Context: an optimization exercise on an open-source flow, tuned for small area and a short achievable clock period. The choices shown serve that exercise and are no tape-out recipe. Only simulation tests tie the RTL to the original design; equivalence was not proved.

==> design.v <==
`timescale 1ns/1ps
module fp_add (
  input  logic [15:0] iL,
  input  logic [15:0] iS,
  input  logic        hL,      
  input  logic        hS,      
  input  logic        eq,      
  input  logic [4:0]  rsv,     
  output logic        oS,
  output logic [4:0]  oE,
  output logic [9:0]  oM,
  output logic        oR
);
  logic [4:0] eL, eS;
  logic [10:0] mL, mS;
  logic sL, sS;
  assign eL = iL[14:10];
  assign eS = iS[14:10];
  assign sL = iL[15];
  assign sS = iS[15];
  assign mL = {hL, iL[9:0]};
  assign mS = {hS, iS[9:0]};
  logic res_nan, pos_inf, infinite;
  logic infL, infS;
  assign infL = &eL;
  assign infS = &eS;
  assign res_nan = (infL & infS & (sL ^ sS)) | (infL & |iL[9:0]) | (infS & |iS[9:0]);
  assign pos_inf = (infL & ~sL) | (infS & ~sS);
  assign infinite = infL | infS;
  logic far;
  assign far = rsv > 5'd12;
  logic [21:0] sh;
  assign sh = {mS, 11'b0} >> rsv[3:0];
  logic [13:0] x1;
  assign x1 = {sh[21:9], |sh[8:0]};
  logic X1s, X2s, eff_sub;
  assign X1s = sS & |sh[21:8];
  assign X2s = sL & |mL;
  assign eff_sub = X1s ^ X2s;
  logic [14:0] mag;
  assign mag = {1'b0, mL, 3'b0} + ({1'b0, x1} ^ {15{eff_sub}}) + {14'd0, eff_sub};
  logic sb1;
  assign sb1 = far ? sL : (X2s & ~(eff_sub & eq));
  logic [14:0] SUM;
  assign SUM = far ? {1'b0, mL, 3'b0} : mag;
  logic [3:0] LZ;
  always_comb begin
    LZ = 4'd12;
    for (int i = 3; i < 15; i++)
      if (SUM[i]) LZ = 4'(14 - i);
  end
  logic [4:0] exp1;
  logic [3:0] lsv;
  always_comb begin
    if (eL == 5'd0) begin
      exp1 = 5'd0;
      lsv = 4'd1;
    end else if ({1'b0, LZ} > eL) begin
      exp1 = 5'd0;
      lsv = eL[3:0];
    end else begin
      exp1 = eL - {1'b0, LZ} + 5'd1;
      lsv = LZ;
    end
  end
  logic [14:0] norm_man;
  assign norm_man = SUM << lsv;
  logic round;
  assign round = norm_man[3] & (norm_man[4] | |norm_man[2:0]);
  logic [4:0] E;
  assign E = norm_man[14] ? (exp1 | {4'd0, exp1 == 5'd0}) : 5'd0;
  always_comb begin
    if (res_nan) begin
      oS = 1'b1; oE = 5'h1f; oM = 10'h200; oR = 1'b0;
    end else if (infinite) begin
      oS = ~pos_inf; oE = 5'h1f; oM = 10'd0; oR = 1'b0;
    end else if (E == 5'h1f) begin
      oS = sb1; oE = (round & &norm_man[13:4]) ? 5'd0 : 5'h1f; oM = 10'd0; oR = 1'b0;
    end else begin
      oS = sb1; oE = E; oM = norm_man[13:4]; oR = round;
    end
  end
endmodule
`timescale 1ns/1ps
module fp_mult (
  input  logic [15:0] iA,
  input  logic [15:0] iB,
  input  logic        hA,      
  input  logic        hB,      
  output logic        oS,
  output logic [4:0]  oE,
  output logic [9:0]  oM,
  output logic        oR
);
  logic [4:0] eA, eB;
  assign eA = iA[14:10];
  assign eB = iB[14:10];
  logic [10:0] mA, mB;
  assign mA = {hA, iA[9:0]};
  assign mB = {hB, iB[9:0]};
  logic zero, res_nan, infA, infB;
  assign infA = &eA;
  assign infB = &eB;
  assign zero = ~|iA[14:0] | ~|iB[14:0];
  assign res_nan = (~|iA[14:0] & infB) | (~|iB[14:0] & infA) | (infA & |iA[9:0]) | (infB & |iB[9:0]);
  logic [21:0] P;
  mul11 u_m (.a(mA), .b(mB), .p(P));
  logic [3:0] lzs;
  always_comb begin
    lzs = 4'd11;
    for (int i = 0; i < 10; i++)
      if (iB[i]) lzs = 4'(10 - i);
    if (hB) lzs = 4'd0;
  end
  logic [3:0] tzA, tzB;
  always_comb begin
    tzA = 4'd11;
    for (int i = 10; i >= 0; i--)
      if (mA[i]) tzA = 4'(i);
    tzB = 4'd11;
    for (int i = 10; i >= 0; i--)
      if (mB[i]) tzB = 4'(i);
  end
  logic [5:0] X;
  assign X = {1'b0, eA[4:1], eA[0] | ~hA} + {1'b0, eB[4:1], eB[0] | ~hB};
  logic [6:0] D;
  assign D = {1'b0, X} - {3'b0, lzs};
  logic lim;      
  assign lim = D[6] | (D < 7'd15);
  logic [4:0] u;
  assign u = lim ? 5'(6'd25 - X) : 5'(4'd10 - lzs);
  logic [31:0] pext, q;
  assign pext = {P, 10'd0};
  assign q = pext >> u;
  logic n;
  assign n = ~q[21] & ~D[6] & (D > 7'd15);
  logic [11:0] w;
  assign w = n ? q[20:9] : q[21:10];
  logic [4:0] tz;
  assign tz = tzA + tzB;
  logic S;
  assign S = n ? (tz + 5'd1 < u) : (tz < u);
  logic rnd;
  assign rnd = w[0] & (w[1] | S);
  logic subn, infinite;
  assign subn = lim | (~q[21] & (D == 7'd15));
  assign infinite = (~D[6] & (q[21] ? (D > 7'd44) : (D > 7'd45))) | infA | infB;
  logic [4:0] E;
  assign E = subn ? 5'd0 : (q[21] ? 5'(D - 7'd14) : 5'(D - 7'd15));
  always_comb begin
    if (res_nan) begin
      oS = 1'b1; oE = 5'h1f; oM = 10'h200; oR = 1'b0;
    end else if (infinite) begin
      oS = iA[15] ^ iB[15]; oE = 5'h1f; oM = 10'd0; oR = 1'b0;
    end else if (zero) begin
      oS = iA[15] ^ iB[15]; oE = 5'd0; oM = 10'd0; oR = 1'b0;
    end else begin
      oS = iA[15] ^ iB[15]; oE = E; oM = w[10:1]; oR = rnd;
    end
  end
endmodule
module mul11 (input [10:0] a, input [10:0] b, output [21:0] p);
  localparam W=22;
  wire pp0_0 = a[0] & b[0];
  wire pp0_1 = a[0] & b[1];
  wire pp0_2 = a[0] & b[2];
  wire pp0_3 = a[0] & b[3];
  wire pp0_4 = a[0] & b[4];
  wire pp0_5 = a[0] & b[5];
  wire pp0_6 = a[0] & b[6];
  wire pp0_7 = a[0] & b[7];
  wire pp0_8 = a[0] & b[8];
  wire pp0_9 = a[0] & b[9];
  wire pp0_10 = a[0] & b[10];
  wire pp1_0 = a[1] & b[0];
  wire pp1_1 = a[1] & b[1];
  wire pp1_2 = a[1] & b[2];
  wire pp1_3 = a[1] & b[3];
  wire pp1_4 = a[1] & b[4];
  wire pp1_5 = a[1] & b[5];
  wire pp1_6 = a[1] & b[6];
  wire pp1_7 = a[1] & b[7];
  wire pp1_8 = a[1] & b[8];
  wire pp1_9 = a[1] & b[9];
  wire pp1_10 = a[1] & b[10];
  wire pp2_0 = a[2] & b[0];
  wire pp2_1 = a[2] & b[1];
  wire pp2_2 = a[2] & b[2];
  wire pp2_3 = a[2] & b[3];
  wire pp2_4 = a[2] & b[4];
  wire pp2_5 = a[2] & b[5];
  wire pp2_6 = a[2] & b[6];
  wire pp2_7 = a[2] & b[7];
  wire pp2_8 = a[2] & b[8];
  wire pp2_9 = a[2] & b[9];
  wire pp2_10 = a[2] & b[10];
  wire pp3_0 = a[3] & b[0];
  wire pp3_1 = a[3] & b[1];
  wire pp3_2 = a[3] & b[2];
  wire pp3_3 = a[3] & b[3];
  wire pp3_4 = a[3] & b[4];
  wire pp3_5 = a[3] & b[5];
  wire pp3_6 = a[3] & b[6];
  wire pp3_7 = a[3] & b[7];
  wire pp3_8 = a[3] & b[8];
  wire pp3_9 = a[3] & b[9];
  wire pp3_10 = a[3] & b[10];
  wire pp4_0 = a[4] & b[0];
  wire pp4_1 = a[4] & b[1];
  wire pp4_2 = a[4] & b[2];
  wire pp4_3 = a[4] & b[3];
  wire pp4_4 = a[4] & b[4];
  wire pp4_5 = a[4] & b[5];
  wire pp4_6 = a[4] & b[6];
  wire pp4_7 = a[4] & b[7];
  wire pp4_8 = a[4] & b[8];
  wire pp4_9 = a[4] & b[9];
  wire pp4_10 = a[4] & b[10];
  wire pp5_0 = a[5] & b[0];
  wire pp5_1 = a[5] & b[1];
  wire pp5_2 = a[5] & b[2];
  wire pp5_3 = a[5] & b[3];
  wire pp5_4 = a[5] & b[4];
  wire pp5_5 = a[5] & b[5];
  wire pp5_6 = a[5] & b[6];
  wire pp5_7 = a[5] & b[7];
  wire pp5_8 = a[5] & b[8];
  wire pp5_9 = a[5] & b[9];
  wire pp5_10 = a[5] & b[10];
  wire pp6_0 = a[6] & b[0];
  wire pp6_1 = a[6] & b[1];
  wire pp6_2 = a[6] & b[2];
  wire pp6_3 = a[6] & b[3];
  wire pp6_4 = a[6] & b[4];
  wire pp6_5 = a[6] & b[5];
  wire pp6_6 = a[6] & b[6];
  wire pp6_7 = a[6] & b[7];
  wire pp6_8 = a[6] & b[8];
  wire pp6_9 = a[6] & b[9];
  wire pp6_10 = a[6] & b[10];
  wire pp7_0 = a[7] & b[0];
  wire pp7_1 = a[7] & b[1];
  wire pp7_2 = a[7] & b[2];
  wire pp7_3 = a[7] & b[3];
  wire pp7_4 = a[7] & b[4];
  wire pp7_5 = a[7] & b[5];
  wire pp7_6 = a[7] & b[6];
  wire pp7_7 = a[7] & b[7];
  wire pp7_8 = a[7] & b[8];
  wire pp7_9 = a[7] & b[9];
  wire pp7_10 = a[7] & b[10];
  wire pp8_0 = a[8] & b[0];
  wire pp8_1 = a[8] & b[1];
  wire pp8_2 = a[8] & b[2];
  wire pp8_3 = a[8] & b[3];
  wire pp8_4 = a[8] & b[4];
  wire pp8_5 = a[8] & b[5];
  wire pp8_6 = a[8] & b[6];
  wire pp8_7 = a[8] & b[7];
  wire pp8_8 = a[8] & b[8];
  wire pp8_9 = a[8] & b[9];
  wire pp8_10 = a[8] & b[10];
  wire pp9_0 = a[9] & b[0];
  wire pp9_1 = a[9] & b[1];
  wire pp9_2 = a[9] & b[2];
  wire pp9_3 = a[9] & b[3];
  wire pp9_4 = a[9] & b[4];
  wire pp9_5 = a[9] & b[5];
  wire pp9_6 = a[9] & b[6];
  wire pp9_7 = a[9] & b[7];
  wire pp9_8 = a[9] & b[8];
  wire pp9_9 = a[9] & b[9];
  wire pp9_10 = a[9] & b[10];
  wire pp10_0 = a[10] & b[0];
  wire pp10_1 = a[10] & b[1];
  wire pp10_2 = a[10] & b[2];
  wire pp10_3 = a[10] & b[3];
  wire pp10_4 = a[10] & b[4];
  wire pp10_5 = a[10] & b[5];
  wire pp10_6 = a[10] & b[6];
  wire pp10_7 = a[10] & b[7];
  wire pp10_8 = a[10] & b[8];
  wire pp10_9 = a[10] & b[9];
  wire pp10_10 = a[10] & b[10];
  wire t1 = pp0_9 ^ pp1_8;
  wire t2 = pp0_9 & pp1_8;
  wire t3 = pp0_10 ^ pp1_9 ^ pp2_8;
  wire t4 = (pp0_10 & pp1_9) | (pp0_10 & pp2_8) | (pp1_9 & pp2_8);
  wire t5 = pp3_7 ^ pp4_6;
  wire t6 = pp3_7 & pp4_6;
  wire t7 = pp1_10 ^ pp2_9 ^ pp3_8;
  wire t8 = (pp1_10 & pp2_9) | (pp1_10 & pp3_8) | (pp2_9 & pp3_8);
  wire t9 = pp4_7 ^ pp5_6;
  wire t10 = pp4_7 & pp5_6;
  wire t11 = pp2_10 ^ pp3_9 ^ pp4_8;
  wire t12 = (pp2_10 & pp3_9) | (pp2_10 & pp4_8) | (pp3_9 & pp4_8);
  wire t13 = pp0_6 ^ pp1_5;
  wire t14 = pp0_6 & pp1_5;
  wire t15 = pp0_7 ^ pp1_6 ^ pp2_5;
  wire t16 = (pp0_7 & pp1_6) | (pp0_7 & pp2_5) | (pp1_6 & pp2_5);
  wire t17 = pp3_4 ^ pp4_3;
  wire t18 = pp3_4 & pp4_3;
  wire t19 = pp0_8 ^ pp1_7 ^ pp2_6;
  wire t20 = (pp0_8 & pp1_7) | (pp0_8 & pp2_6) | (pp1_7 & pp2_6);
  wire t21 = pp3_5 ^ pp4_4 ^ pp5_3;
  wire t22 = (pp3_5 & pp4_4) | (pp3_5 & pp5_3) | (pp4_4 & pp5_3);
  wire t23 = pp6_2 ^ pp7_1;
  wire t24 = pp6_2 & pp7_1;
  wire t25 = t1 ^ pp2_7 ^ pp3_6;
  wire t26 = (t1 & pp2_7) | (t1 & pp3_6) | (pp2_7 & pp3_6);
  wire t27 = pp4_5 ^ pp5_4 ^ pp6_3;
  wire t28 = (pp4_5 & pp5_4) | (pp4_5 & pp6_3) | (pp5_4 & pp6_3);
  wire t29 = pp7_2 ^ pp8_1 ^ pp9_0;
  wire t30 = (pp7_2 & pp8_1) | (pp7_2 & pp9_0) | (pp8_1 & pp9_0);
  wire t31 = t3 ^ t5 ^ pp5_5;
  wire t32 = (t3 & t5) | (t3 & pp5_5) | (t5 & pp5_5);
  wire t33 = pp6_4 ^ pp7_3 ^ pp8_2;
  wire t34 = (pp6_4 & pp7_3) | (pp6_4 & pp8_2) | (pp7_3 & pp8_2);
  wire t35 = pp9_1 ^ pp10_0 ^ t2;
  wire t36 = (pp9_1 & pp10_0) | (pp9_1 & t2) | (pp10_0 & t2);
  wire t37 = t7 ^ t9 ^ pp6_5;
  wire t38 = (t7 & t9) | (t7 & pp6_5) | (t9 & pp6_5);
  wire t39 = pp7_4 ^ pp8_3 ^ pp9_2;
  wire t40 = (pp7_4 & pp8_3) | (pp7_4 & pp9_2) | (pp8_3 & pp9_2);
  wire t41 = pp10_1 ^ t4 ^ t6;
  wire t42 = (pp10_1 & t4) | (pp10_1 & t6) | (t4 & t6);
  wire t43 = t11 ^ pp5_7 ^ pp6_6;
  wire t44 = (t11 & pp5_7) | (t11 & pp6_6) | (pp5_7 & pp6_6);
  wire t45 = pp7_5 ^ pp8_4 ^ pp9_3;
  wire t46 = (pp7_5 & pp8_4) | (pp7_5 & pp9_3) | (pp8_4 & pp9_3);
  wire t47 = pp10_2 ^ t8 ^ t10;
  wire t48 = (pp10_2 & t8) | (pp10_2 & t10) | (t8 & t10);
  wire t49 = pp3_10 ^ pp4_9 ^ pp5_8;
  wire t50 = (pp3_10 & pp4_9) | (pp3_10 & pp5_8) | (pp4_9 & pp5_8);
  wire t51 = pp6_7 ^ pp7_6 ^ pp8_5;
  wire t52 = (pp6_7 & pp7_6) | (pp6_7 & pp8_5) | (pp7_6 & pp8_5);
  wire t53 = pp9_4 ^ pp10_3 ^ t12;
  wire t54 = (pp9_4 & pp10_3) | (pp9_4 & t12) | (pp10_3 & t12);
  wire t55 = pp4_10 ^ pp5_9 ^ pp6_8;
  wire t56 = (pp4_10 & pp5_9) | (pp4_10 & pp6_8) | (pp5_9 & pp6_8);
  wire t57 = pp7_7 ^ pp8_6 ^ pp9_5;
  wire t58 = (pp7_7 & pp8_6) | (pp7_7 & pp9_5) | (pp8_6 & pp9_5);
  wire t59 = pp5_10 ^ pp6_9 ^ pp7_8;
  wire t60 = (pp5_10 & pp6_9) | (pp5_10 & pp7_8) | (pp6_9 & pp7_8);
  wire t61 = pp0_4 ^ pp1_3;
  wire t62 = pp0_4 & pp1_3;
  wire t63 = pp0_5 ^ pp1_4 ^ pp2_3;
  wire t64 = (pp0_5 & pp1_4) | (pp0_5 & pp2_3) | (pp1_4 & pp2_3);
  wire t65 = pp3_2 ^ pp4_1;
  wire t66 = pp3_2 & pp4_1;
  wire t67 = t13 ^ pp2_4 ^ pp3_3;
  wire t68 = (t13 & pp2_4) | (t13 & pp3_3) | (pp2_4 & pp3_3);
  wire t69 = pp4_2 ^ pp5_1 ^ pp6_0;
  wire t70 = (pp4_2 & pp5_1) | (pp4_2 & pp6_0) | (pp5_1 & pp6_0);
  wire t71 = t15 ^ t17 ^ pp5_2;
  wire t72 = (t15 & t17) | (t15 & pp5_2) | (t17 & pp5_2);
  wire t73 = pp6_1 ^ pp7_0 ^ t14;
  wire t74 = (pp6_1 & pp7_0) | (pp6_1 & t14) | (pp7_0 & t14);
  wire t75 = t19 ^ t21 ^ t23;
  wire t76 = (t19 & t21) | (t19 & t23) | (t21 & t23);
  wire t77 = pp8_0 ^ t16 ^ t18;
  wire t78 = (pp8_0 & t16) | (pp8_0 & t18) | (t16 & t18);
  wire t79 = t25 ^ t27 ^ t29;
  wire t80 = (t25 & t27) | (t25 & t29) | (t27 & t29);
  wire t81 = t20 ^ t22 ^ t24;
  wire t82 = (t20 & t22) | (t20 & t24) | (t22 & t24);
  wire t83 = t31 ^ t33 ^ t35;
  wire t84 = (t31 & t33) | (t31 & t35) | (t33 & t35);
  wire t85 = t26 ^ t28 ^ t30;
  wire t86 = (t26 & t28) | (t26 & t30) | (t28 & t30);
  wire t87 = t37 ^ t39 ^ t41;
  wire t88 = (t37 & t39) | (t37 & t41) | (t39 & t41);
  wire t89 = t32 ^ t34 ^ t36;
  wire t90 = (t32 & t34) | (t32 & t36) | (t34 & t36);
  wire t91 = t43 ^ t45 ^ t47;
  wire t92 = (t43 & t45) | (t43 & t47) | (t45 & t47);
  wire t93 = t38 ^ t40 ^ t42;
  wire t94 = (t38 & t40) | (t38 & t42) | (t40 & t42);
  wire t95 = t49 ^ t51 ^ t53;
  wire t96 = (t49 & t51) | (t49 & t53) | (t51 & t53);
  wire t97 = t44 ^ t46 ^ t48;
  wire t98 = (t44 & t46) | (t44 & t48) | (t46 & t48);
  wire t99 = t55 ^ t57 ^ pp10_4;
  wire t100 = (t55 & t57) | (t55 & pp10_4) | (t57 & pp10_4);
  wire t101 = t50 ^ t52 ^ t54;
  wire t102 = (t50 & t52) | (t50 & t54) | (t52 & t54);
  wire t103 = t59 ^ pp8_7 ^ pp9_6;
  wire t104 = (t59 & pp8_7) | (t59 & pp9_6) | (pp8_7 & pp9_6);
  wire t105 = pp10_5 ^ t56 ^ t58;
  wire t106 = (pp10_5 & t56) | (pp10_5 & t58) | (t56 & t58);
  wire t107 = pp6_10 ^ pp7_9 ^ pp8_8;
  wire t108 = (pp6_10 & pp7_9) | (pp6_10 & pp8_8) | (pp7_9 & pp8_8);
  wire t109 = pp9_7 ^ pp10_6 ^ t60;
  wire t110 = (pp9_7 & pp10_6) | (pp9_7 & t60) | (pp10_6 & t60);
  wire t111 = pp7_10 ^ pp8_9 ^ pp9_8;
  wire t112 = (pp7_10 & pp8_9) | (pp7_10 & pp9_8) | (pp8_9 & pp9_8);
  wire t113 = pp0_3 ^ pp1_2;
  wire t114 = pp0_3 & pp1_2;
  wire t115 = t61 ^ pp2_2 ^ pp3_1;
  wire t116 = (t61 & pp2_2) | (t61 & pp3_1) | (pp2_2 & pp3_1);
  wire t117 = t63 ^ t65 ^ pp5_0;
  wire t118 = (t63 & t65) | (t63 & pp5_0) | (t65 & pp5_0);
  wire t119 = t67 ^ t69 ^ t64;
  wire t120 = (t67 & t69) | (t67 & t64) | (t69 & t64);
  wire t121 = t71 ^ t73 ^ t68;
  wire t122 = (t71 & t73) | (t71 & t68) | (t73 & t68);
  wire t123 = t75 ^ t77 ^ t72;
  wire t124 = (t75 & t77) | (t75 & t72) | (t77 & t72);
  wire t125 = t79 ^ t81 ^ t76;
  wire t126 = (t79 & t81) | (t79 & t76) | (t81 & t76);
  wire t127 = t83 ^ t85 ^ t80;
  wire t128 = (t83 & t85) | (t83 & t80) | (t85 & t80);
  wire t129 = t87 ^ t89 ^ t84;
  wire t130 = (t87 & t89) | (t87 & t84) | (t89 & t84);
  wire t131 = t91 ^ t93 ^ t88;
  wire t132 = (t91 & t93) | (t91 & t88) | (t93 & t88);
  wire t133 = t95 ^ t97 ^ t92;
  wire t134 = (t95 & t97) | (t95 & t92) | (t97 & t92);
  wire t135 = t99 ^ t101 ^ t96;
  wire t136 = (t99 & t101) | (t99 & t96) | (t101 & t96);
  wire t137 = t103 ^ t105 ^ t100;
  wire t138 = (t103 & t105) | (t103 & t100) | (t105 & t100);
  wire t139 = t107 ^ t109 ^ t104;
  wire t140 = (t107 & t109) | (t107 & t104) | (t109 & t104);
  wire t141 = t111 ^ pp10_7 ^ t108;
  wire t142 = (t111 & pp10_7) | (t111 & t108) | (pp10_7 & t108);
  wire t143 = pp8_10 ^ pp9_9 ^ pp10_8;
  wire t144 = (pp8_10 & pp9_9) | (pp8_10 & pp10_8) | (pp9_9 & pp10_8);
  wire t145 = pp0_2 ^ pp1_1;
  wire t146 = pp0_2 & pp1_1;
  wire t147 = t113 ^ pp2_1 ^ pp3_0;
  wire t148 = (t113 & pp2_1) | (t113 & pp3_0) | (pp2_1 & pp3_0);
  wire t149 = t115 ^ pp4_0 ^ t114;
  wire t150 = (t115 & pp4_0) | (t115 & t114) | (pp4_0 & t114);
  wire t151 = t117 ^ t62 ^ t116;
  wire t152 = (t117 & t62) | (t117 & t116) | (t62 & t116);
  wire t153 = t119 ^ t66 ^ t118;
  wire t154 = (t119 & t66) | (t119 & t118) | (t66 & t118);
  wire t155 = t121 ^ t70 ^ t120;
  wire t156 = (t121 & t70) | (t121 & t120) | (t70 & t120);
  wire t157 = t123 ^ t74 ^ t122;
  wire t158 = (t123 & t74) | (t123 & t122) | (t74 & t122);
  wire t159 = t125 ^ t78 ^ t124;
  wire t160 = (t125 & t78) | (t125 & t124) | (t78 & t124);
  wire t161 = t127 ^ t82 ^ t126;
  wire t162 = (t127 & t82) | (t127 & t126) | (t82 & t126);
  wire t163 = t129 ^ t86 ^ t128;
  wire t164 = (t129 & t86) | (t129 & t128) | (t86 & t128);
  wire t165 = t131 ^ t90 ^ t130;
  wire t166 = (t131 & t90) | (t131 & t130) | (t90 & t130);
  wire t167 = t133 ^ t94 ^ t132;
  wire t168 = (t133 & t94) | (t133 & t132) | (t94 & t132);
  wire t169 = t135 ^ t98 ^ t134;
  wire t170 = (t135 & t98) | (t135 & t134) | (t98 & t134);
  wire t171 = t137 ^ t102 ^ t136;
  wire t172 = (t137 & t102) | (t137 & t136) | (t102 & t136);
  wire t173 = t139 ^ t106 ^ t138;
  wire t174 = (t139 & t106) | (t139 & t138) | (t106 & t138);
  wire t175 = t141 ^ t110 ^ t140;
  wire t176 = (t141 & t110) | (t141 & t140) | (t110 & t140);
  wire t177 = t143 ^ t112 ^ t142;
  wire t178 = (t143 & t112) | (t143 & t142) | (t112 & t142);
  wire t179 = pp9_10 ^ pp10_9 ^ t144;
  wire t180 = (pp9_10 & pp10_9) | (pp9_10 & t144) | (pp10_9 & t144);
  wire [21:0] ra = {1'b0, pp10_10, t179, t177, t175, t173, t171, t169, t167, t165, t163, t161, t159, t157, t155, t153, t151, t149, t147, t145, pp0_1, pp0_0};
  wire [21:0] rb = {1'b0, t180, t178, t176, t174, t172, t170, t168, t166, t164, t162, t160, t158, t156, t154, t152, t150, t148, t146, pp2_0, pp1_0, 1'b0};
  wire [21:0] g0 = ra & rb, p0 = ra ^ rb;
  wire bg1 = g0[1] | (p0[1] & g0[0]);
  wire bp1 = p0[1] & p0[0];
  wire bg2 = g0[3] | (p0[3] & g0[2]);
  wire bp2 = p0[3] & p0[2];
  wire bg3 = g0[5] | (p0[5] & g0[4]);
  wire bp3 = p0[5] & p0[4];
  wire bg4 = g0[7] | (p0[7] & g0[6]);
  wire bp4 = p0[7] & p0[6];
  wire bg5 = g0[9] | (p0[9] & g0[8]);
  wire bp5 = p0[9] & p0[8];
  wire bg6 = g0[11] | (p0[11] & g0[10]);
  wire bp6 = p0[11] & p0[10];
  wire bg7 = g0[13] | (p0[13] & g0[12]);
  wire bp7 = p0[13] & p0[12];
  wire bg8 = g0[15] | (p0[15] & g0[14]);
  wire bp8 = p0[15] & p0[14];
  wire bg9 = g0[17] | (p0[17] & g0[16]);
  wire bp9 = p0[17] & p0[16];
  wire bg10 = g0[19] | (p0[19] & g0[18]);
  wire bp10 = p0[19] & p0[18];
  wire bg11 = g0[21] | (p0[21] & g0[20]);
  wire bp11 = p0[21] & p0[20];
  wire bg12 = bg2 | (bp2 & bg1);
  wire bp12 = bp2 & bp1;
  wire bg13 = bg4 | (bp4 & bg3);
  wire bp13 = bp4 & bp3;
  wire bg14 = bg6 | (bp6 & bg5);
  wire bp14 = bp6 & bp5;
  wire bg15 = bg8 | (bp8 & bg7);
  wire bp15 = bp8 & bp7;
  wire bg16 = bg10 | (bp10 & bg9);
  wire bp16 = bp10 & bp9;
  wire bg17 = bg13 | (bp13 & bg12);
  wire bp17 = bp13 & bp12;
  wire bg18 = bg15 | (bp15 & bg14);
  wire bp18 = bp15 & bp14;
  wire bg19 = bg18 | (bp18 & bg17);
  wire bp19 = bp18 & bp17;
  wire bg20 = bg14 | (bp14 & bg17);
  wire bp20 = bp14 & bp17;
  wire bg21 = bg16 | (bp16 & bg19);
  wire bp21 = bp16 & bp19;
  wire bg22 = bg3 | (bp3 & bg12);
  wire bp22 = bp3 & bp12;
  wire bg23 = bg5 | (bp5 & bg17);
  wire bp23 = bp5 & bp17;
  wire bg24 = bg7 | (bp7 & bg20);
  wire bp24 = bp7 & bp20;
  wire bg25 = bg9 | (bp9 & bg19);
  wire bp25 = bp9 & bp19;
  wire bg26 = bg11 | (bp11 & bg21);
  wire bp26 = bp11 & bp21;
  wire bg27 = g0[2] | (p0[2] & bg1);
  wire bp27 = p0[2] & bp1;
  wire bg28 = g0[4] | (p0[4] & bg12);
  wire bp28 = p0[4] & bp12;
  wire bg29 = g0[6] | (p0[6] & bg22);
  wire bp29 = p0[6] & bp22;
  wire bg30 = g0[8] | (p0[8] & bg17);
  wire bp30 = p0[8] & bp17;
  wire bg31 = g0[10] | (p0[10] & bg23);
  wire bp31 = p0[10] & bp23;
  wire bg32 = g0[12] | (p0[12] & bg20);
  wire bp32 = p0[12] & bp20;
  wire bg33 = g0[14] | (p0[14] & bg24);
  wire bp33 = p0[14] & bp24;
  wire bg34 = g0[16] | (p0[16] & bg19);
  wire bp34 = p0[16] & bp19;
  wire bg35 = g0[18] | (p0[18] & bg25);
  wire bp35 = p0[18] & bp25;
  wire bg36 = g0[20] | (p0[20] & bg21);
  wire bp36 = p0[20] & bp21;
  assign p[0] = p0[0];
  assign p[1] = p0[1] ^ g0[0];
  assign p[2] = p0[2] ^ bg1;
  assign p[3] = p0[3] ^ bg27;
  assign p[4] = p0[4] ^ bg12;
  assign p[5] = p0[5] ^ bg28;
  assign p[6] = p0[6] ^ bg22;
  assign p[7] = p0[7] ^ bg29;
  assign p[8] = p0[8] ^ bg17;
  assign p[9] = p0[9] ^ bg30;
  assign p[10] = p0[10] ^ bg23;
  assign p[11] = p0[11] ^ bg31;
  assign p[12] = p0[12] ^ bg20;
  assign p[13] = p0[13] ^ bg32;
  assign p[14] = p0[14] ^ bg24;
  assign p[15] = p0[15] ^ bg33;
  assign p[16] = p0[16] ^ bg19;
  assign p[17] = p0[17] ^ bg34;
  assign p[18] = p0[18] ^ bg25;
  assign p[19] = p0[19] ^ bg35;
  assign p[20] = p0[20] ^ bg21;
  assign p[21] = p0[21] ^ bg36;
endmodule
`timescale 1ns/1ps
module flpcomp (
  input  logic [15:0] iA,
  input  logic [15:0] iB,
  output logic [15:0] oL,      
  output logic [15:0] oS,      
  output logic        oEq,     
  output logic [4:0]  oRsv,    
  output logic        oMaxL,   
  output logic        oHL,     
  output logic        oHS      
);
  logic lt;
  assign lt = iA[14:0] < iB[14:0];
  assign oEq = iA[14:0] == iB[14:0];
  assign oL = lt ? iB : iA;
  assign oS = lt ? iA : iB;
  logic ha, hb;
  assign ha = |iA[14:10];
  assign hb = |iB[14:10];
  assign oHL = lt ? hb : ha;
  assign oHS = lt ? ha : hb;
  logic [4:0] ea, eb, dab, dba;
  assign ea = {iA[14:11], iA[10] | ~ha};
  assign eb = {iB[14:11], iB[10] | ~hb};
  assign dab = ea - eb;
  assign dba = eb - ea;
  assign oRsv = lt ? dba : dab;
  logic pick_b;
  always_comb begin
    case ({iA[15], iB[15]})
      2'b00:   pick_b = lt;
      2'b01:   pick_b = 1'b0;
      2'b10:   pick_b = 1'b1;
      default: pick_b = ~lt;
    endcase
  end
  assign oMaxL = pick_b == lt;
endmodule
`timescale 1ns/1ps
module fp16_alu (
  input  wire        clk,
  input  wire [1:0]  op,
  input  wire [15:0] a,
  input  wire [15:0] b,
  output wire [15:0] z
);
  wire [15:0] b_in = (op == 2'd3) ? {~b[15], b[14:0]} : b;
  wire [15:0] l_in, s_in;
  wire eq_in, maxl_in, hl_in, hs_in;
  wire [4:0] rsv_in;
  flpcomp u_ord (.iA(a), .iB(b_in), .oL(l_in), .oS(s_in), .oEq(eq_in), .oRsv(rsv_in), .oMaxL(maxl_in),
                 .oHL(hl_in), .oHS(hs_in));
  reg [1:0]  op_q;
  reg [15:0] l_q, s_q;
  reg        eq_q, maxl_q, hl_q, hs_q;
  reg [4:0]  rsv_q;
  reg        zs_q, r_q;
  reg [14:0] em_q;
  wire as, ar, ms, mr;
  wire [4:0] ae, me;
  wire [9:0] am, mm;
  wire [15:0] max_z = maxl_q ? l_q : s_q;
  fp_add  u_add (.iL(l_q), .iS(s_q), .hL(hl_q), .hS(hs_q), .eq(eq_q), .rsv(rsv_q), .oS(as), .oE(ae), .oM(am), .oR(ar));
  fp_mult u_mul (.iA(l_q), .iB(s_q), .hA(hl_q), .hB(hs_q), .oS(ms), .oE(me), .oM(mm), .oR(mr));
  always @(posedge clk) begin
    op_q   <= op;
    l_q    <= l_in;
    s_q    <= s_in;
    eq_q   <= eq_in;
    maxl_q <= maxl_in;
    hl_q   <= hl_in;
    hs_q   <= hs_in;
    rsv_q  <= rsv_in;
    case (op_q)
      2'd1: begin
        zs_q <= ms; em_q <= {me, mm}; r_q <= mr;
      end
      2'd2: begin
        zs_q <= max_z[15]; em_q <= max_z[14:0]; r_q <= 1'b0;
      end
      default: begin
        zs_q <= as; em_q <= {ae, am}; r_q <= ar;
      end
    endcase
  end
  assign z = {zs_q, em_q + {14'd0, r_q}};
endmodule
==> flow/run.sh <==
#!/bin/bash
# Standard layout with two changes:
#  - timing repair aims for a setup slack of 15 ns, so that the achieved
#    clock period is short;
#  - the port buffers are the smallest buffer, buf_1 (repair may upsize them).
set -euo pipefail
export SETUP_SLACK_MARGIN=15
export BUFFER_PORTS_ARGS="-buffer_cell sky130_fd_sc_hd__buf_1"
bash standard.sh > standard_flow.log 2>&1
==> standard.sh <==
#!/bin/bash
# synth_recipe.tcl (not shown) runs the flow's synth.tcl, then flattens the netlist and writes it again
# the make line also repeats each setting of config.mk as NAME=value (left out here)
make -C /OpenROAD-flow-scripts/flow DESIGN_CONFIG=/design/flow/config.mk WORK_HOME=/design/flow/orfs CLKGATE_MAP_FILE= SYNTH_SCRIPT=/design/flow/synth_recipe.tcl "${@:-finish}"
==> config.mk <==
export PLATFORM = sky130hd
export DESIGN_NAME = fp16_alu
export DESIGN_NICKNAME = fp16_alu
export VERILOG_FILES = /design/flow/design.v
export SDC_FILE = /design/flow/constraint.sdc
export NUM_CORES = 4
export LEC_CHECK = 0
export ABC_AREA = 1
export CAP_MARGIN = 20
export CORE_MARGIN = 2
export CORE_UTILIZATION = 60
export PLACE_DENSITY = 0.75
export SLEW_MARGIN = 20
==> constraint.sdc <==
create_clock -name core_clock -period 23.0 [get_ports {clk}]
set_input_delay 4.6000 -clock core_clock [delete_from_list [all_inputs] [get_ports {clk}]]
set_output_delay 4.6000 -clock core_clock [all_outputs]
set_load 0.01 [all_outputs]
==> results.py, run 1 <==
metrics = {
    "floorplanning": {
        "die_h_um": 148,
        "core.rowCount": 52,
        "fp.dieW_um": 148,
        "pin_count": 51,
        "core-area_mm2": 0.0202,
        "start_util_pct": 61.3,
        "dieArea_mm2": 0.0218,
    },
    "global_routing": {
        "grt_max_degree": 43,
        "grt_pass1_vias": 11800,
        "antenna_found_initial": 0,
        "grt_pass1_wl_um": 58100,
        "grtUsageTotal_pct": 33.1,
        "grt_overflow_total": 0,
    },
    "layout": {
        "syn_to_final_growth_pct": 6.65,
        "num_antenna_cells": 0,
        "drive_above_1_share_pct": 6.15,
        "final_nets": 2231,
        "finalCoreUtilization_pct": 65.4,
    },
    "timing": {
        "hold_viol": 0,
        "fin_tns_setup_ns": 0,
        "relSlewSlack_pct": 26.8,
        "period_share_pct": 32.2,
        "fin_crit_ns": 7.41,
        "slew_viol_final": 0,
        "fmax_mhz": 135,
        "rsz0062_at_grt": "yes",
        "setup_viol": 0,
        "finalClockSkew_ns": 0.0130,
        "worst_slew_pin_slew_ns": 1.09,
        "post-route-worst-setup-slack_ns": 15.59,
    },
    "worst_setup_path": {
        "crit-reg2reg-capture": "em_q[8]",
        "r2r_cells": 40,
        "crit_family": "adder cells",
        "r2r_start": "hs_q",
        "startpoint": "hs_q",
        "critPathMaxFanout": 9,
        "critical_path_arrival_ns": 7.68,
        "reg2reg_slack_ns": 15.59,
        "cpPeakStageDelay_ns": 0.54,
        "cpMostUsedCell": "inv_1",
        "critPathSlowestCell": "fa_1",
        "cp.depth": 40,
        "start_kind": "flop",
        "end_kind": "flop",
        "cp_num_buf_inv": 10,
        "critPathKind": "flop to flop",
        "crit_required_ns": 23.27,
    },
    "routing": {
        "post_drt_wl_per_cell_um": 15.7,
        "ant_nets": 0,
        "drt_iter0_markers": 1127,
        "drc": 0,
        "vias_per_cell": 5.58,
        "drt-total-wl_um": 35700,
        "vias": 12700,
        "dr.pass1.iters": 8,
    },
    "yosys": {
        "synth_compound_gate_area_share_pct": 13.0,
        "synth.distinct_cells": 61,
        "synthSimpleGateAreaFrac_pct": 31.4,
        "yosys_warnings": 4,
        "synth_edf_count": 0,
        "synthXorXnorAreaFrac_pct": 3.88,
        "synth_ff_type": "dfxtp_1",
        "syn-num-nets": 2220,
        "synth_fa_ha_area_share_pct": 26.1,
        "synth_top_family_by_area": "simple AND/OR/NAND/NOR gates",
        "synth-seq-cells": 60,
        "avgSynthCellArea_um2": 6.25,
        "synth_area_mm2": 0.0124,
        "synthMuxAreaShare_pct": 0.888,
        "synthCells": 1984,
        "async_flop_share_pct": 0,
        "ys_seq_area_share_pct": 9.68,
    },
    "cts": {
        "cts.sinks": 60,
        "clk_pin_slew_worst_paths_ns": 0.06,
        "cts-root-buf": "clkbuf_16",
        "ctsHoldBuffers": 0,
        "cts_tree": "done",
        "cts_buffer_depth": 2,
        "htreeDepth": 3,
        "numCtsBuffers": 9,
        "insertion_delay_ns": 0.34,
    },
    "hold_path": {
        "whs_endpoint": "em_q[14]",
        "hold_depth": 4,
        "min_from": "s_q[14]",
        "min_path_type": "flop to flop",
    },
    "placement": {
        "gp_congestion": 0.998,
        "port_buffers": 50,
        "place_ws_ns": 14.80,
        "dp_hpwl_um": 28000,
    },
    "outcome": {
        "status": "no timing/DRC/antenna violations",
    },
    "run": {
        "drv_cap": 0,
    },
}
-- logic make-up (layout without fill, tap and decap cells) --
logic type / after synthesis / count (layout)
buf+inv: 478 / 494
mux: 11 / 11
compound gates: 278 / 278
xor+xnor: 55 / 55
flops: 60 / 60
fa+ha+maj: 201 / 201
simple gates: 901 / 901
-- repair_timing --
action                     4_1_cts  5_1_grt
setup endpoints to repair        5       16
buffers inserted                 0       18
hold endpoints to repair         0        0
resized for setup                9       37
pin swaps                        0        3
-- registers in the layout, summed over array words and instances, names as in the netlist, 2 cells and up --
name	cells
l_q	16
s_q	16
em_q	15
rsv_q	5
op_q	2
-- worst max path at each step --
stage,slack (ns),end
final,15.59,em_q[8]
after CTS,15.03,em_q[8]
after floorplan,15.80,em_q[8]
after global routing,14.93,em_q[8]
after detailed placement,14.80,em_q[8]
after global placement,15.02,em_q[8]
-- worst reg2reg max path, delay by kind of cell, from the launching register on --
family / cells / cell delay, ns
flops: 1 / 0.38
compound gates: 10 / 1.15
fa+ha+maj: 7 / 3.29
buf+inv: 10 / 0.85
simple gates: 12 / 1.45
xor+xnor: 1 / 0.21
-- Yosys cell counts, drive strengths merged (2+ instances only) --
| cell type | instances | area share (%) |
|---|---|---|
| o211ai | 14 | 0.85 |
| o2111ai | 2 | 0.14 |
| o221ai | 6 | 0.42 |
| clkbuf | 44 | 1.3 |
| o22ai | 2 | 0.10 |
| o31ai | 3 | 0.18 |
| buf | 33 | 1.5 |
| a211oi | 7 | 0.42 |
| o41ai | 2 | 0.14 |
| or2 | 6 | 0.30 |
| clkinv | 3 | 0.091 |
| nor2 | 106 | 3.5 |
| mux2i | 11 | 0.89 |
| o21a | 3 | 0.18 |
| nand2 | 565 | 18 |
| dfxtp | 60 | 9.7 |
| a31oi | 6 | 0.30 |
| o21ai | 144 | 5.9 |
| nand4 | 32 | 1.7 |
| a32oi | 8 | 0.56 |
| fa | 97 | 16 |
| inv | 398 | 12 |
| ha | 104 | 10 |
| xor2 | 46 | 3.2 |
| o21bai | 3 | 0.18 |
| a221oi | 3 | 0.21 |
| nand3 | 147 | 6.2 |
| nor3 | 29 | 1.3 |
| nor4 | 7 | 0.40 |
| a21o | 2 | 0.12 |
| xnor2 | 9 | 0.64 |
| nand3b | 6 | 0.36 |
| a22oi | 2 | 0.12 |
| a21oi | 64 | 2.6 |
-- metal layers --
layer	vias up	track usage (%)	wire length [um]
met3	58	5.12	2830
met1	5810	46.9	16200
met4	0	8.22	719
met2	519	53.2	15900
met5	-	0	0
li1	6283	-	-
-- through the flow --
step	cell area (um2)	hold WS (ns)	cells
finish	13200	0.792	2270
global route	13200	0.806	2270
CTS	13000	0.738	2252
detailed placement	12600	0.722	2236
global placement	12600	0.710	2236
floorplan	12400	0.562	1984
-- cell type report --
type                       instances  area (um2)
multi-input combinational       1446        9400
timing repair buffer              77         403
clock inverter                     7        98.8
tap                              270         338
clock buffer                       9         225
fill                            1879        7010
inverter                         401        1510
sequential                        60        1250
-- placed cells by master, fill, tap and decap left out, types with 4 or more instances in the layout --
master	instances
dfxtp_2	11
nand4_1	31
mux2i_1	11
a21oi_1	63
nor4_1	6
inv_2	8
xor2_1	46
a211oi_1	5
o221ai_1	6
nand2_2	13
nand2_1	546
nand3_2	5
nor2_1	100
or2_2	6
dfxtp_1	40
nor3_1	27
buf_4	26
nand2_4	6
a32oi_1	8
o21ai_2	5
a31oi_1	6
xnor2_1	9
o21ai_1	10
dfxtp_4	9
nand3b_1	6
buf_1	50
nor2_2	4
o21ai_0	129
ha_1	104
o211ai_1	14
clkbuf_16	9
fa_1	97
nand3_1	140
inv_1	388
==> inputs of run 2 (changes only) <==
==> flow/run.sh (replaced) <==
#!/bin/bash
# Standard layout with two changes:
#  - timing repair aims for a setup slack of 16 ns, so that the achieved
#    clock period is short;
#  - the port buffers are the smallest buffer, buf_1 (repair may upsize them).
set -euo pipefail
export SETUP_SLACK_MARGIN=16
export BUFFER_PORTS_ARGS="-buffer_cell sky130_fd_sc_hd__buf_1"
bash standard.sh > standard_flow.log 2>&1
--- a/config.mk
+++ b/config.mk
@@ -10,4 +10,4 @@
 export CORE_MARGIN = 2
-export CORE_UTILIZATION = 60
-export PLACE_DENSITY = 0.75
+export CORE_UTILIZATION = 40
+export PLACE_DENSITY = 0.6
 export SLEW_MARGIN = 20
==> run 2 against run 1 <==
  * Still clean
  * First-iteration DRC count up 1.7%
  * Die area up 49%
  * Critical endpoint is now em_q[7]
==> results.py, run 2 <==
metrics = {
    "global_routing": {
        "grtUsageTotal_pct": 23.5,
        "grt_max_degree": 48,
        "antenna_found_initial": 0,
        "grt_overflow_total": 0,
        "grt_pass1_wl_um": 62400,
        "grt_pass1_vias": 12200,
    },
    "cts": {
        "ctsHoldBuffers": 0,
        "htreeDepth": 3,
        "cts_buffer_depth": 2,
        "clk_pin_slew_worst_paths_ns": 0.06,
        "cts-root-buf": "clkbuf_16",
        "insertion_delay_ns": 0.34,
        "cts.sinks": 60,
        "cts_tree": "done",
        "numCtsBuffers": 9,
    },
    "worst_setup_path": {
        "reg2reg_slack_ns": 16.06,
        "crit_family": "adder cells",
        "crit_path_end": "em_q[7]",
        "crit-reg2reg-capture": "em_q[7]",
        "critPathSlowestCell": "fa_1",
        "crit_required_ns": 23.24,
        "startpoint": "l_q[3]",
        "start_kind": "flop",
        "end_kind": "flop",
        "cp_num_buf_inv": 8,
        "r2r_start": "l_q[3]",
        "cpMostUsedCell": "fa_1",
        "critPathKind": "flop to flop",
        "cpPeakStageDelay_ns": 0.55,
        "cp.depth": 36,
        "critPathMaxFanout": 8,
        "critical_path_arrival_ns": 7.18,
        "r2r_cells": 36,
    },
    "routing": {
        "wl_met1_um": 18500,
        "vias": 13100,
        "wl_met3_um": 2730,
        "post_drt_wl_per_cell_um": 16.3,
        "wl_met2_um": 18300,
        "top_layer": "met4",
        "drt-total-wl_um": 40400,
        "vias_per_cell": 5.27,
        "drt_iter0_markers": 1146,
        "ant_nets": 0,
        "dr.pass1.iters": 6,
        "drc": 0,
    },
    "layout": {
        "num_antenna_cells": 0,
        "final_cell_mix": "nand2_1 (526), inv_1 (362), nand3_1 (130), o21ai_0 (112), fa_1 (94)",
        "finalCoreUtilization_pct": 48.2,
        "syn_to_final_growth_pct": 19.0,
        "final_nets": 2317,
        "top_regs": "l_q x16, s_q x16, em_q x15",
        "layout_commonest_cell": "nand2_1",
        "drive_above_1_share_pct": 16.1,
    },
    "timing": {
        "setup_viol": 0,
        "rsz0062_at_grt": "yes",
        "slew_viol_final": 0,
        "hold_viol": 0,
        "holdWs_ns": 0.765,
        "worst_slew_pin_slew_ns": 1.08,
        "finalClockSkew_ns": 0.00740,
        "period_share_pct": 30.2,
        "fmax_mhz": 144,
        "fin_tns_setup_ns": 0,
        "relSlewSlack_pct": 27.6,
        "fin_crit_ns": 6.94,
    },
    "yosys": {
        "synth_most_common_cell": "nand2_1",
        "synthCells": 1984,
        "synth_ff_type": "dfxtp_1",
        "synth_edf_count": 0,
        "yosysTopAreaCell": "nand2_1",
        "synth_area_mm2": 0.0124,
        "ys_seq_area_share_pct": 9.68,
        "avgSynthCellArea_um2": 6.25,
        "synth-seq-cells": 60,
        "async_flop_share_pct": 0,
        "synth.area.top_cells": "nand2_1 (17%), fa_1 (16%), inv_1 (12%)",
        "synth_top_area_share_pct": 16.6,
        "syn-num-nets": 2220,
        "synth_common_cells": "nand2_1 (548), inv_1 (389), nand3_1 (141)",
        "yosys_warnings": 4,
        "synth.distinct_cells": 61,
    },
    "floorplanning": {
        "core.rowCount": 64,
        "fp.dieW_um": 180,
        "die_h_um": 180,
        "start_util_pct": 40.6,
        "dieArea_mm2": 0.0324,
        "pin_count": 51,
        "core-area_mm2": 0.0306,
    },
    "placement": {
        "port_buffers": 50,
        "dp_hpwl_um": 30400,
        "gp_congestion": 0.920,
    },
    "hold_path": {
        "min_path_type": "flop to flop",
        "min_from": "s_q[14]",
    },
    "run": {
        "drv_cap": 0,
    },
    "outcome": {
        "status": "no timing/DRC/antenna violations",
    },
}
## run 2: changes by cell type in the layout (fill, tap and decap cells not counted), moves of 12 or more
cell,change
ha_4,+12
inv_1,-26
a21oi_1,-16
a21oi_2,+15
inv_2,+23
nand2_1,-20
buf_4,+67
ha_1,-16
nand2_2,+15
o21ai_0,-17
## run 2: worst min path at each step
| stage | end | depth (start not counted) |
|---|---|---|
| global route | em_q[14] | 4 |
| finish | em_q[14] | 4 |
| CTS | em_q[14] | 4 |
| floorplan | em_q[14] | 4 |
| detailed placement | zs_q | 3 |
| global placement | zs_q | 3 |
## run 2: what timing repair did
action                                 in CTS  in global routing
endpoints found under the hold margin       0                  0
setup endpoints to repair                  24                 22
buffers inserted                           28                 66
pin swaps                                  14                 98
resized for setup                          70                178
gates cloned                                1                  6
## run 2: worst min-delay path, cell delays in order (launching register included)
cell	delay, ns
dfxtp_1	0.40
inv_1	0.10
nand2_1	0.08
a31oi_1	0.08
nand2_1	0.08
## run 2: through the flow
step	cells	setup slack [ns]	cell area [um2]
2_1_floorplan	1984	16.02	12400
3_3_place_gp	2365	15.18	12800
3_5_place_dp	2365	15.03	12800
4_1_cts	2410	16.00	13500
5_1_grt	2482	15.68	14800
6_report	2482	16.06	14800
## run 2: metal layers
metal	GRT usage [%]	up-vias
li1	-	6452
met1	33.5	6072
met2	37.8	491
met3	2.89	73
met4	5.65	0
met5	0	-
## run 2: cell type report
type,instances,area (um2)
well taps,396,495
fillers,3133,15800
clock buffers,9,225
inverters,401,1540
repair buffers,159,1120
multi-input cells,1450,10000
flip-flops and latches,60,1280
clock inverters,7,51.3
## run 2: kinds of logic after synthesis
group	after synthesis	share of synthesized area, %
AND/OR/NAND/NOR	901	31.4
buffers and inverters	478	15.0
AO/OA/AOI/OAI	278	13.0
adder cells (fa/ha/maj)	201	26.1
flip-flops	60	9.68
XOR/XNOR	55	3.88
multiplexers	11	0.888
==> inputs of run 3 (changes only) <==
==> flow/run.sh (replaced) <==
#!/bin/bash
# Standard layout with two changes:
#  - timing repair aims for a setup slack of 15.5 ns, so that the achieved
#    clock period is short;
#  - the port buffers are the smallest buffer, buf_1 (repair may upsize them).
set -euo pipefail
export SETUP_SLACK_MARGIN=15.5
export BUFFER_PORTS_ARGS="-buffer_cell sky130_fd_sc_hd__buf_1"
bash standard.sh > standard_flow.log 2>&1
==> run 3 against run 2 <==
  * Still clean
  * Clock skew is 0.0040 ns higher
  * Setup slack lost 0.26 ns
  * Clock-buffer cell count unchanged
  * Cell count decreased by 3.0%
  * Synthesized area is the same
  * Register-to-register slack got worse by 0.14 ns
  * Non-clock buffer count shrank 71
  * Core utilization decreased by 3.9 points
  * First-iteration DRC count up 4.0%
  * Critical path type is now primary input to flop
  * Critical endpoint is now s_q[10]
==> results.py, run 3 <==
metrics = {
    "routing": {
        "drc": 0,
        "drt_iter0_markers": 1192,
        "wl_met3_um": 2030,
        "wl_met2_um": 16500,
        "top_layer": "met4",
        "vias_per_cell": 5.19,
        "dr.pass1.iters": 5,
        "vias": 12500,
        "ant_nets": 0,
        "drt-total-wl_um": 37700,
        "post_drt_wl_per_cell_um": 15.6,
        "wl_met1_um": 18300,
    },
    "yosys": {
        "synth_ff_type": "dfxtp_1",
        "yosysTopAreaCell": "nand2_1",
        "synth-seq-cells": 60,
        "synth.area.top_cells": "nand2_1 (17%), fa_1 (16%), inv_1 (12%)",
        "synth_area_mm2": 0.0124,
        "synth_edf_count": 0,
        "synthCells": 1984,
        "syn-num-nets": 2220,
        "synth_top_area_share_pct": 16.6,
        "async_flop_share_pct": 0,
        "synth_most_common_cell": "nand2_1",
        "synth_common_cells": "nand2_1 (548), inv_1 (389), nand3_1 (141)",
        "yosys_warnings": 4,
        "synth.distinct_cells": 61,
        "ys_seq_area_share_pct": 9.68,
        "avgSynthCellArea_um2": 6.25,
    },
    "timing": {
        "fin_crit_ns": 7.20,
        "holdWs_ns": 0.743,
        "rsz0062_at_grt": "yes",
        "relSlewSlack_pct": 35.0,
        "slew_viol_final": 0,
        "fmax_mhz": 139,
        "post-route-worst-setup-slack_ns": 15.80,
        "fin_tns_setup_ns": 0,
        "period_share_pct": 31.3,
        "finalClockSkew_ns": 0.0114,
        "worst_slew_pin_slew_ns": 0.972,
        "setup_viol": 0,
        "hold_viol": 0,
    },
    "global_routing": {
        "grtUsageTotal_pct": 22.7,
        "antenna_found_initial": 0,
        "grt_overflow_total": 0,
        "grt_pass1_wl_um": 60100,
        "grt_max_degree": 48,
        "grt_pass1_vias": 11700,
    },
    "worst_setup_path": {
        "start_kind": "primary input",
        "crit_family": "buffers and inverters",
        "critPathMaxFanout": 47,
        "startpoint": "a[11]",
        "critical_path_arrival_ns": 7.42,
        "critPathKind": "primary input to flop",
        "cp_num_buf_inv": 4,
        "cpMostUsedCell": "nand2_1",
        "end_kind": "flop",
        "crit_required_ns": 23.22,
        "path_cells": "buf_1, inv_1, ha_1, nand2_1, nor3_1, nand3b_1, nand2_1, buf_4, clkinv_1, o21ai_0",
        "cpPeakStageDelay_ns": 0.54,
        "r2r_start": "l_q[3]",
        "critPathSlowestCell": "clkinv_1",
    },
    "floorplanning": {
        "pin_count": 51,
        "core.rowCount": 64,
        "fp.dieW_um": 180,
        "dieArea_mm2": 0.0324,
        "core-area_mm2": 0.0306,
        "die_h_um": 180,
        "start_util_pct": 40.6,
    },
    "layout": {
        "instances_no_fill": 2408,
        "num_antenna_cells": 0,
        "top_regs": "l_q x16, s_q x16, em_q x15",
        "layout_commonest_cell": "nand2_1",
        "syn_to_final_growth_pct": 9.30,
        "final_cell_mix": "nand2_1 (544), inv_1 (387), nand3_1 (140), o21ai_0 (124), ha_1 (103)",
        "final_nets": 2243,
        "drive_above_1_share_pct": 7.41,
    },
    "cts": {
        "cts-root-buf": "clkbuf_16",
        "cts.sinks": 60,
        "htreeDepth": 3,
        "ctsHoldBuffers": 0,
        "insertion_delay_ns": 0.34,
        "cts_buffer_depth": 2,
        "numCtsBuffers": 9,
        "clk_pin_slew_worst_paths_ns": 0.06,
        "cts_tree": "done",
    },
    "placement": {
        "gp_congestion": 0.957,
        "port_buffers": 50,
        "place_ws_ns": 14.71,
        "dp_hpwl_um": 30200,
        "place_inst": 2364,
    },
    "hold_path": {
        "min_path_type": "flop to flop",
        "min_from": "l_q[15]",
    },
    "outcome": {
        "status": "no timing/DRC/antenna violations",
    },
    "run": {
        "drv_cap": 0,
    },
}
run 3: cell counts after synthesis:
No cell type changed its count.
run 3: what timing repair did:
item / 4_1_cts / 5_1_grt
setup endpoints to repair: 16 / 16
buffers inserted: 2 / 25
hold endpoints to repair: 0 / 0
cloned: 0 / 1
gates resized for setup: 28 / 47
pin swaps: 1 / 22
run 3: routing by layer:
metal	up-vias	global-route usage (%)
met1	5752	32.4
met4	0	6.23
met5	-	0
met2	395	35.9
li1	6292	-
met3	64	3.07
run 3: final timing paths:
path                            endpoint  cells past startpoint  slack (ns)
worst max-delay path             s_q[10]                     10       15.80
worst max register to register  em_q[12]                     35       15.92
worst min-delay path                zs_q                      3        0.74
worst min register to register      zs_q                      3        0.74
run 3: layout make-up:
| class | instances | area, um2 |
|---|---|---|
| inverter | 401 | 1510 |
| timing repair buffer | 88 | 489 |
| sequential | 60 | 1250 |
| clock buffer | 9 | 225 |
| fill | 3273 | 17000 |
| clock inverter | 7 | 75.1 |
| multi-input combinational | 1447 | 9500 |
| tap | 396 | 495 |
run 3: logic make-up after synthesis:
kind of cell	after synthesis	share of synthesized area (%)
multiplexers	11	0.888
adder cells (fa/ha/maj)	201	26.1
flip-flops	60	9.68
AND/OR/NAND/NOR	901	31.4
XOR/XNOR	55	3.88
AO/OA/AOI/OAI	278	13.0
buffers and inverters	478	15.0
run 3: through the flow:
stage	utilization, %	cell area [um2]
floorplan	-	12400
global placement	41.9	12800
detailed placement	41.9	12800
CTS	43.1	13200
global route	44.3	13600
finish	44.3	13600
run 3: worst min-delay path, cell delays in order, from the launching register on:
cell and delay, ns:
dfxtp_1 0.36, inv_1 0.08, a21oi_1 0.16, or3_1 0.12
==> inputs of run 4 (changes only) <==
--- a/config.mk
+++ b/config.mk
@@ -8,3 +8,3 @@
 export ABC_AREA = 1
-export CAP_MARGIN = 20
+export CAP_MARGIN = 5
 export CORE_MARGIN = 2
@@ -12,2 +12,2 @@
 export PLACE_DENSITY = 0.6
-export SLEW_MARGIN = 20
+export SLEW_MARGIN = 5
==> run 4 against run 3 <==
  * Largest cell class unchanged
  * Worst hold slack lost 0.0027 ns
  * Die area is the same
  * Critical path type unchanged
  * Highest routed layer unchanged
  * Register-to-register slack is essentially flat
==> results.py, run 4 <==
metrics = {
    "outcome": {
        "status": "no timing/DRC/antenna violations",
    },
    "yosys": {
        "synth-seq-cells": 60,
        "synthMuxAreaShare_pct": 0.888,
        "async_flop_share_pct": 0,
        "yosysTopAreaCell": "nand2_1",
        "synth_top_area_share_pct": 16.6,
        "synth_common_cells": "nand2_1 (548), inv_1 (389), nand3_1 (141)",
        "synthCells": 1984,
        "ys_seq_area_share_pct": 9.68,
        "synthXorXnorAreaFrac_pct": 3.88,
        "synth_fa_ha_area_share_pct": 26.1,
        "synthSimpleGateAreaFrac_pct": 31.4,
        "avgSynthCellArea_um2": 6.25,
        "synth_top_family_by_area": "simple AND/OR/NAND/NOR gates",
        "syn-num-nets": 2220,
        "yosys_warnings": 4,
        "synth_most_common_cell": "nand2_1",
        "synth.distinct_cells": 61,
        "synth_edf_count": 0,
        "synth_compound_gate_area_share_pct": 13.0,
        "synth.area.top_cells": "nand2_1 (17%), fa_1 (16%), inv_1 (12%)",
        "synth_area_mm2": 0.0124,
        "synth_ff_type": "dfxtp_1",
    },
    "layout": {
        "num_antenna_cells": 0,
        "finalCoreUtilization_pct": 44.3,
        "final_nets": 2242,
        "nFillCells": 3271,
        "drive_above_1_share_pct": 7.36,
        "layout_commonest_cell": "nand2_1",
        "top_regs": "l_q x16, s_q x16, em_q x15",
        "final_cell_mix": "nand2_1 (544), inv_1 (388), nand3_1 (139), o21ai_0 (124), ha_1 (103)",
        "syn_to_final_growth_pct": 9.29,
    },
    "worst_setup_path": {
        "crit_required_ns": 23.22,
        "critPathKind": "primary input to flop",
        "r2r_cells": 38,
        "crit_family": "buffers and inverters",
        "crit_path_end": "s_q[10]",
        "cpPeakStageDelay_ns": 0.55,
        "start_kind": "primary input",
        "cp.depth": 10,
        "startpoint": "a[11]",
        "crit-reg2reg-capture": "em_q[12]",
        "cpMostUsedCell": "nand2_1",
        "path_cells": "buf_1, inv_1, ha_1, nand2_1, nor3_1, nand3b_1, nand2_1, buf_4, clkinv_1, o21ai_0",
        "cp_num_buf_inv": 4,
        "critPathMaxFanout": 47,
        "critPathSlowestCell": "clkinv_1",
        "end_kind": "flop",
        "reg2reg_slack_ns": 15.91,
        "r2r_start": "s_q[8]",
        "critical_path_arrival_ns": 7.41,
    },
    "cts": {
        "clk_pin_slew_worst_paths_ns": 0.06,
        "cts-root-buf": "clkbuf_16",
        "cts.sinks": 60,
        "ctsHoldBuffers": 0,
        "htreeDepth": 3,
        "cts_buffer_depth": 2,
        "numCtsBuffers": 9,
        "insertion_delay_ns": 0.34,
        "cts_tree": "done",
    },
    "timing": {
        "slew_viol_final": 0,
        "period_share_pct": 31.3,
        "finalClockSkew_ns": 0.0114,
        "relSlewSlack_pct": 23.8,
        "fin_crit_ns": 7.19,
        "fmax_mhz": 139,
        "fin_tns_setup_ns": 0,
        "worst_slew_pin_slew_ns": 1.14,
        "hold_viol": 0,
        "rsz0062_at_grt": "yes",
        "setup_viol": 0,
    },
    "run": {
        "drv_cap": 0,
    },
    "global_routing": {
        "antenna_found_initial": 0,
        "grt_pass1_vias": 11700,
        "grt_pass1_wl_um": 60100,
        "grt_overflow_total": 0,
        "grtUsageTotal_pct": 22.7,
        "grt_max_degree": 48,
    },
    "floorplanning": {
        "fp.dieW_um": 180,
        "dieArea_mm2": 0.0324,
        "core-area_mm2": 0.0306,
        "pin_count": 51,
        "start_util_pct": 40.6,
        "core.rowCount": 64,
        "die_h_um": 180,
    },
    "routing": {
        "drt-total-wl_um": 37600,
        "ant_nets": 0,
        "vias": 12500,
        "vias_per_cell": 5.19,
        "drt_iter0_markers": 1147,
        "dr.pass1.iters": 6,
        "post_drt_wl_per_cell_um": 15.6,
        "drc": 0,
    },
    "hold_path": {
        "min_path_type": "flop to flop",
        "min_from": "l_q[15]",
    },
    "placement": {
        "dp_hpwl_um": 30200,
        "gp_congestion": 0.957,
        "port_buffers": 50,
    },
}
## run 4: stage by stage
stage | instances | instance area, um2 | hold slack, ns | setup slack [ns]
floorplan | 1984 | 12400 | 0.562 | 15.80
global route | 2407 | 13600 | 0.822 | 15.46
finish | 2407 | 13600 | 0.740 | 15.81
CTS | 2382 | 13200 | 0.726 | 15.51
detailed placement | 2364 | 12800 | 0.714 | 14.71
global placement | 2364 | 12800 | 0.720 | 15.00
## run 4: layout make-up
cell class	instances	area [um2]	area share (%)
Multi-Input combinational cell	1447	9510	70.2
Inverter	401	1510	11.2
Sequential cell	60	1250	9.26
Tap cell	396	495	3.65
Timing Repair Buffer	87	482	3.55
Clock buffer	9	225	1.66
Clock inverter	7	75.1	0.554
## run 4: tightest hold or removal path, stage by stage (launching register included)
cell and delay [ns]:
dfxtp_1 0.36, inv_1 0.08, a21oi_1 0.15, or3_1 0.12
## run 4: how the worst min path moves through the flow
stage,endpoint,slack [ns],cells after the start
after floorplan,em_q[14],0.56,4
after global placement,zs_q,0.72,3
after detailed placement,zs_q,0.71,3
after CTS,zs_q,0.73,3
after global routing,em_q[14],0.82,4
final,zs_q,0.74,3
## run 4: kinds of logic after synthesis
kind of cell | after synthesis
adder cells (fa/ha/maj) | 201
buffers and inverters | 478
multiplexers | 11
AND/OR/NAND/NOR | 901
AO/OA/AOI/OAI | 278
flip-flops | 60
XOR/XNOR | 55
## run 4: repair_timing
item                       in CTS  in global routing
buffers inserted                2                 24
gates resized for setup        28                 48
gates cloned                    0                  1
pin swaps                       1                 23
hold endpoints to repair        0                  0
setup endpoints to repair      16                 16
## run 4: routing by layer
metal	GRT usage, %	up-vias	share of wire, %
met4	6.23	0	2.4
met1	32.4	5738	48
li1	-	6286	-
met5	0	-	0
met3	3.07	64	5.7
met2	35.9	403	44

==> static timing again, ports no longer ideal <==
In the flow no input, the clock included, has a driving cell. The finished layouts below were timed again as built, in two steps. Step 1 sets driving cells, clkbuf_16 on the clock port and buf_2 on the other inputs (assumed; they add their load-dependent delay and slew). Step 2 adds t to the input delays and takes it off the output delays; t is the mean of the earliest and latest rising clock arrival at the registers after step 1. Input paths then give back, and output paths get back, about the clock's delay inside the block. a / b / c = ideal / step 1 / step 2; a / b = the first two.
run | t (ns) | setup WS [ns] | latest minus earliest clock arrival (ns)
run 1 | 0.378 | 15.593 / 15.593 / 15.593 | 0.013 / 0.013
run 2 | 0.381 | 16.063 / 16.063 / 16.063 | 0.008 / 0.007
run 3 | 0.387 | 15.801 / 15.828 / 15.441 | 0.011 / 0.011
run 4 | 0.387 | 15.811 / 15.838 / 15.451 | 0.011 / 0.011
After both steps every run listed still meets setup and hold.
